Context: an optimization exercise on an open-source flow, tuned for small area and a short achievable clock period. The choices shown serve that exercise and are no tape-out recipe.
RTL that was checked went through simulation tests only; none was proved equivalent to the original.
Treat power and IR drop as tool artefacts here; the default activity estimate runs too high for this design.

==> inputs of run K <==
## mul_pipe_single
module mul_pipe_single #(
  parameter XLEN    = 32,
  parameter RD_BITS = 5,
  parameter TAG_W   = 4
) (
  input  wire                 clk,
  input  wire                 rst,
  input  wire                 EX_mul,
  input  wire [XLEN-1:0]      EX_mul_a,
  input  wire [XLEN-1:0]      EX_mul_b,
  input  wire [RD_BITS-1:0]   EX_mul_rd,
  input  wire [TAG_W-1:0]     EX_mul_tag,
  input  wire                 MEM_we,     
  input  wire                 MEM_jlx,    
  output wire                 mul_result_valid,
  output wire [XLEN-1:0]      mul_result,
  output wire [RD_BITS-1:0]   mul_rd,           
  output wire [TAG_W-1:0]     mul_result_tag,   
  output wire                 mul_busy,
  output wire [RD_BITS-1:0]   mul_busy_rd,
  output wire [TAG_W-1:0]     mul_busy_tag,
  output wire                 mul_wb_conflict_stall,
  output wire                 mul_issue_stall
);
  reg  [2:0]         cnt;
  reg  [31:0]        a;
  reg  [31:0]        pbn;     
  reg  [3:0]         bo, bt;   
  reg  [23:0]        acc;
  reg  [RD_BITS-1:0] rd;
  reg  [TAG_W-1:0]   tag;
  wire idle  = (cnt == 3'd0);
  wire valid = (cnt == 3'd5);
  assign mul_busy         = !idle;
  assign mul_result_valid = valid;
  assign mul_result       = valid ? ~pbn : 32'd0;
  assign mul_rd           = valid ? rd  : {RD_BITS{1'b0}};
  assign mul_result_tag   = valid ? tag : {TAG_W{1'b0}};
  assign mul_busy_rd      = mul_rd;
  assign mul_busy_tag     = mul_result_tag;
  assign mul_wb_conflict_stall = valid && (MEM_we || MEM_jlx);
  assign mul_issue_stall       = EX_mul && !idle;
  wire [8:0] nw = idle ? {EX_mul_b[7:0], 1'b0} : ~pbn[15:7];
  wire [3:0] no, nt;
  wire [3:0] bn = ~{pbn[7], pbn[5], pbn[3], pbn[1]};
  genvar gj;
  generate
    for (gj = 0; gj < 4; gj = gj + 1) begin : g_booth
      assign no[gj] = nw[2*gj] ^ nw[2*gj+1];
      assign nt[gj] = (nw[2*gj+2] & ~nw[2*gj+1] & ~nw[2*gj]) | (~nw[2*gj+2] & nw[2*gj+1] & nw[2*gj]);
    end
  endgenerate
  ...
clock: 10.0 ns
lec_check: 0
cap_margin: 20
core_margin: 2
core_utilization: 40
slew_margin: 20
standard.sh (not shown) runs the stock make flow with config.mk's settings and CLKGATE_MAP_FILE= SYNTH_SCRIPT=/design/flow/synth_recipe.tcl, a recipe that flattens the netlist after the stock synthesis.
==> flow/flow/run.sh <==
#!/bin/bash
# Layout flow: the standard ORFS flow (standard.sh, unchanged synthesis), with
#  - after synthesis, flow/polarity.py flips full-adder cells (FA(~a,~b,~c) = ~FA(a,b,c))
#    so that fewer inverters are needed around them; registers are untouched
#  - port buffers made of plain buffers instead of the delay cells buffer_ports picks
set -euo pipefail
cd "$(dirname "$0")/.."
source flow/params.sh
export BUFFER_PORTS_ARGS
export SETUP_SLACK_MARGIN
R=orfs/results/sky130hd/mul_pipe_single/base
bash standard.sh synth > synth.log 2>&1
if [[ "${POLARITY:-1}" == 1 ]]; then
  cp $R/1_2_yosys.v $R/1_2_yosys.std.v
  python3 flow/polarity.py $R/1_2_yosys.std.v $R/1_2_yosys.v > polarity.log 2>&1
  rm -f $R/1_synth.odb
fi
bash standard.sh > standard.log 2>&1
==> flow/flow/params.sh <==
BUFFER_PORTS_ARGS="-buffer_cell sky130_fd_sc_hd__buf_1"
SETUP_SLACK_MARGIN=4.5
POLARITY=1
Other scripts of this flow, unchanged in this note and not shown: flow/flow/polarity.py
==> run G (differences from run K) <==
==> flow/flow/params.sh (replaced) <==
BUFFER_PORTS_ARGS="-buffer_cell sky130_fd_sc_hd__buf_1"
SETUP_SLACK_MARGIN=5.0
POLARITY=1
==> run Z (differences from run K) <==
==> flow/flow/params.sh (replaced) <==
BUFFER_PORTS_ARGS="-buffer_cell sky130_fd_sc_hd__buf_1"
SETUP_SLACK_MARGIN=7.0
POLARITY=1
==> run X (differences from run K) <==
==> flow/flow/params.sh (replaced) <==
BUFFER_PORTS_ARGS="-buffer_cell sky130_fd_sc_hd__buf_1"
SETUP_SLACK_MARGIN=6.0
POLARITY=1
--- a/flow/config.mk
+++ b/flow/config.mk
@@ -8,4 +8,5 @@
 export CAP_MARGIN = 20
 export CORE_MARGIN = 2
 export CORE_UTILIZATION = 40
+export CTS_BUF_LIST = sky130_fd_sc_hd__clkbuf_8
 export SLEW_MARGIN = 20
==> summary of the runs <==
Cell area, highest first: run Z, run X, run G, run K. Sequential cell count is the same in run K and run Z. Run G completed without violations. Run K ran to the end with no violations. Run X passed the timing, design-rule and antenna checks. Run Z finished with timing, DRC and antenna clean. In synthesized area, run G and run Z do not differ. Global-route usage: run K < run G < run X < run Z. Clock skew, lowest first: run Z, run G, run K, run X. Sequential share of layout area, highest first: run K, run G, run X, run Z.
==> figures <==
Total clock network power: run X 0.283 mW; run G 0.389 mW; run Z 0.388 mW; run K 0.388 mW
Flop+latch power: run X 0.673 mW; run G 0.688 mW; run Z 0.688 mW; run K 0.692 mW
Met2 wire len: run X 10900 um; run G 10500 um; run Z 12400 um; run K 10500 um
#MultiIn Comb: run X 623; run G 623; run Z 631; run K 623
Multi-input logic portion of the cell area: run X 58.0%; run G 57.8%; run Z 56.1%; run K 58.3%
Max Fclk: run X 222 MHz; run G 209 MHz; run Z 224 MHz; run K 198 MHz
Number of vias in the routed layout: run X 6612; run G 6477; run Z 6961; run K 6422
Run status: run X no timing/DRC/antenna violations; run G no timing/DRC/antenna violations; run Z no timing/DRC/antenna violations; run K no timing/DRC/antenna violations
Pin count of the biggest net entering global routing: run X 78; run G 64; run Z 41; run K 64
Final wirelength: run X 22200 um; run G 21500 um; run Z 25600 um; run K 21500 um
Post-route clock period utilization: run X 45.1%; run G 47.9%; run Z 44.7%; run K 50.6%
Quantity of gates resized following cts: run X 32; run G 2; run Z 159; run K 0
Combinational share of power: run X 88.1%; run G 83.8%; run Z 87.8%; run K 83.6%


==> inputs of v7 <==
mul_pipe_single, a different RTL version from the one above (not shown whole).
Settings: LEC_CHECK=0, CAP_MARGIN=20, CORE_MARGIN=2, CORE_UTILIZATION=40, SLEW_MARGIN=20; clock period 10.0 ns.
run.sh (not shown) runs the stock make flow with config.mk's settings and CLKGATE_MAP_FILE= SYNTH_SCRIPT=/design/flow/synth_recipe.tcl, a recipe that flattens the netlist after the stock synthesis.
Stock flow here: none of the scripts above is used.
==> inputs of v37, as changes to v7 <==
--- a/flow/config.mk
+++ b/flow/config.mk
@@ -8,4 +8,5 @@
 export CAP_MARGIN = 20
 export CORE_MARGIN = 2
 export CORE_UTILIZATION = 40
+export SETUP_SLACK_MARGIN = 5
 export SLEW_MARGIN = 20
==> notes <==
v37 went through all stages and came out clean. v7 finished with timing, DRC and antenna clean.
In v7 the clock-buffer cell count is lower than in v37, by 1.
Maximum frequency: v7 is lower than v37 (21%).
Against v7, the first-iteration DRC count of v37 is larger by 30%.
In v37 the sequential power is smaller than in v7, by 8.2%.
In v37 the global-route usage is higher than in v7, by 1.7 points.
Between v37 and v7, the lower cell count is in v7 (gap about 4.6%, measured against v7).
No run of this note included a check of the RTL's function; only the layout flow was run.


==> inputs of 01-18 <==
mul_pipe_single with an RTL version that a note above also has.
==> flow/config.mk <==
export PLATFORM = sky130hd
export DESIGN_NAME = mul_pipe_single
export DESIGN_NICKNAME = mul_pipe_single
export VERILOG_FILES = /design/flow/design.v
export SDC_FILE = /design/flow/constraint.sdc
export NUM_CORES = 4
export LEC_CHECK = 0
export CAP_MARGIN = 20
export CORE_MARGIN = 2
export CORE_UTILIZATION = 40
export SLEW_MARGIN = 20
==> flow/constraint.sdc <==
create_clock -name core_clock -period 10.0 [get_ports {clk}]
set_input_delay 2.0000 -clock core_clock [delete_from_list [all_inputs] [get_ports {clk}]]
set_output_delay 2.0000 -clock core_clock [all_outputs]
set_load 0.01 [all_outputs]
standard.sh (not shown) runs the stock make flow with config.mk's settings and CLKGATE_MAP_FILE= SYNTH_SCRIPT=/design/flow/synth_recipe.tcl, a recipe that flattens the netlist after the stock synthesis.
==> flow/flow/params.sh <==
BUFFER_PORTS_ARGS="-buffer_cell sky130_fd_sc_hd__buf_1"
SETUP_SLACK_MARGIN=5.5
POLARITY=1
Scripts as last shown in full above: flow/flow/run.sh
Other scripts of this flow, unchanged in this note and not shown: flow/flow/polarity.py
==> inputs of 03-08, as changes to 01-18 <==
--- a/flow/design.v
+++ b/flow/design.v
@@ -21,39 +21,39 @@
   output wire [RD_BITS-1:0]   mul_busy_rd,
   output wire [TAG_W-1:0]     mul_busy_tag,
   output wire                 mul_wb_conflict_stall,
   output wire                 mul_issue_stall
 );
   reg  [2:0]         cnt;
   reg  [31:0]        a;
   reg  [31:0]        pbn;     
-  reg  [3:0]         bo, bt;   
+  reg                bprev;    
   reg  [23:0]        acc;
   reg  [RD_BITS-1:0] rd;
   reg  [TAG_W-1:0]   tag;
   wire idle  = (cnt == 3'd0);
   wire valid = (cnt == 3'd5);
   assign mul_busy         = !idle;
   assign mul_result_valid = valid;
   assign mul_result       = valid ? ~pbn : 32'd0;
   assign mul_rd           = valid ? rd  : {RD_BITS{1'b0}};
   assign mul_result_tag   = valid ? tag : {TAG_W{1'b0}};
   assign mul_busy_rd      = mul_rd;
   assign mul_busy_tag     = mul_result_tag;
   assign mul_wb_conflict_stall = valid && (MEM_we || MEM_jlx);
   assign mul_issue_stall       = EX_mul && !idle;
-  wire [8:0] nw = idle ? {EX_mul_b[7:0], 1'b0} : ~pbn[15:7];
-  wire [3:0] no, nt;
+  wire [8:0] nw = {~pbn[7:0], bprev};
+  wire [3:0] bo, bt;
   wire [3:0] bn = ~{pbn[7], pbn[5], pbn[3], pbn[1]};
   genvar gj;
   generate
     for (gj = 0; gj < 4; gj = gj + 1) begin : g_booth
-      assign no[gj] = nw[2*gj] ^ nw[2*gj+1];
-      assign nt[gj] = (nw[2*gj+2] & ~nw[2*gj+1] & ~nw[2*gj]) | (~nw[2*gj+2] & nw[2*gj+1] & nw[2*gj]);
+      assign bo[gj] = nw[2*gj] ^ nw[2*gj+1];
+      assign bt[gj] = (nw[2*gj+2] & ~nw[2*gj+1] & ~nw[2*gj]) | (~nw[2*gj+2] & nw[2*gj+1] & nw[2*gj]);
     end
   endgenerate
   wire [31:0] sa, sb, x;
   wire pp1;
   wire pp2;
   wire pp3;
   wire pp4;
   wire pp5;
@@ -1104,22 +1104,22 @@
   assign x[29] = p344 ^ g502;
   assign x[30] = p346 ^ g504;
   assign x[31] = p348 ^ g506;
   always @(posedge clk) begin
     if (rst) cnt <= 3'd0;
     else if (idle) cnt <= EX_mul ? 3'd1 : 3'd0;
     else if (valid) cnt <= 3'd0;
     else cnt <= cnt + 3'd1;
-    bo <= no;
-    bt <= nt;
     if (idle) begin
       a     <= EX_mul_a;
       pbn   <= ~EX_mul_b;
       rd    <= EX_mul_rd;
       tag   <= EX_mul_tag;
       acc   <= 24'd0;
+      bprev <= 1'b0;
     end else begin
       pbn   <= {~x[7:0], pbn[31:8]};
       acc   <= x[31:8];
+      bprev <= ~pbn[7];
     end
   end
 endmodule
==> flow/flow/params.sh (replaced) <==
BUFFER_PORTS_ARGS="-buffer_cell sky130_fd_sc_hd__buf_1"
SETUP_SLACK_MARGIN=5.0
POLARITY=1
==> results.json <==
{
  "wl_met1_um": 9870,
  "fin_nets": 1148,
  "status": "finished clean",
  "min_to": "pbn[20]",
  "ff_latch_area_mm2": 0.00258,
  "crit_path_cell_trace": "a22oi_2, xor2_2, fa_1, fa_2, fa_1, ha_4, a21o_1, a221o_1, a22o_4, a2111oi_4, buf_4, o31ai_2, a211oi_1, nor3_1",
  "clockNetworkAreaShare": 0.0311,
  "min_period_over_period": 0.457,
  "fin_worst_skew_ns": 0.0108,
  "fp.dieH_um": 150,
  "viasPerCell": 5.31,
  "p_total_mw": 7.46,
  "cp_slowest_cell": "fa_2"
}
That was 01-18.
==> results.json <==
{
  "vias": 9940,
  "cp_common_cell": "fa_1",
  "crit_path_cell_trace": "buf_4, nor2b_4, nor3_4, buf_4, a22o_1, a21oi_1, fa_1, fa_1, fa_1, ha_1, and4_1, and3_2, and3_1, or2_1, fa_1, inv_1, xor2_1, nor2_1",
  "p_total_mw": 6.02,
  "antenna_cells": 0,
  "min_period_over_period": 0.485,
  "viasPerCell": 5.74,
  "die_w_um": 164,
  "clockNetworkAreaShare": 0.0265,
  "min_to": "pbn[8]",
  "fp.dieH_um": 164,
  "status": "finished clean",
  "ff_latch_area_mm2": 0.00245,
  "cp_slowest_cell": "fa_1",
  "ff2ff_path_depth": 18,
  "yosys_warnings": 1,
  "wl_met1_um": 13900
}
That was 03-08.
Function not checked in 03-08: the RTL went through the layout flow alone.

-- what the ideal ports hide --
Ports are ideal in the flow. The routed layouts listed here were re-timed in OpenROAD.
Step 1 assumes that a clkbuf_16 drives the clock port and a buf_2 every other input.
Step 2 adds t to the input delays and takes it off the output delays; t is the mean of the earliest and latest rising clock arrival at the registers after step 1. Input paths then give back, and output paths get back, about the clock's delay inside the block.
Slacks: ideal ports / drivers / drivers and shift; pairs: ideal ports / drivers.
run | t (ns) | slack for setup (ns) | slew at the worst register clock pin (ns) | pins driven straight from the clock port
run K | 0.406 | 4.939 / 4.939 / 4.939 | 0.09 / 0.09 | 1
run G | 0.404 | 5.207 / 5.207 / 5.207 | 0.09 / 0.09 | 1
run Z | 0.399 | 5.529 / 5.529 / 5.529 | 0.08 / 0.08 | 1
run X | 0.432 | 5.492 / 5.492 / 5.492 | 0.12 / 0.12 | 1
v7 | 0.422 | 3.864 / 3.864 / 3.864 | 0.09 / 0.09 | 1
v37 | 0.429 | 5.124 / 5.101 / 5.101 | 0.09 / 0.09 | 1
01-18 | 0.410 | 5.434 / 5.434 / 5.434 | 0.09 / 0.09 | 1
03-08 | 0.415 | 5.154 / 5.154 / 5.154 | 0.10 / 0.10 | 1
After both steps setup and hold are still met in every run listed. The setup slack of v37, which loses most, moves by -0.023 ns with the drivers and by -0.023 ns with both steps.
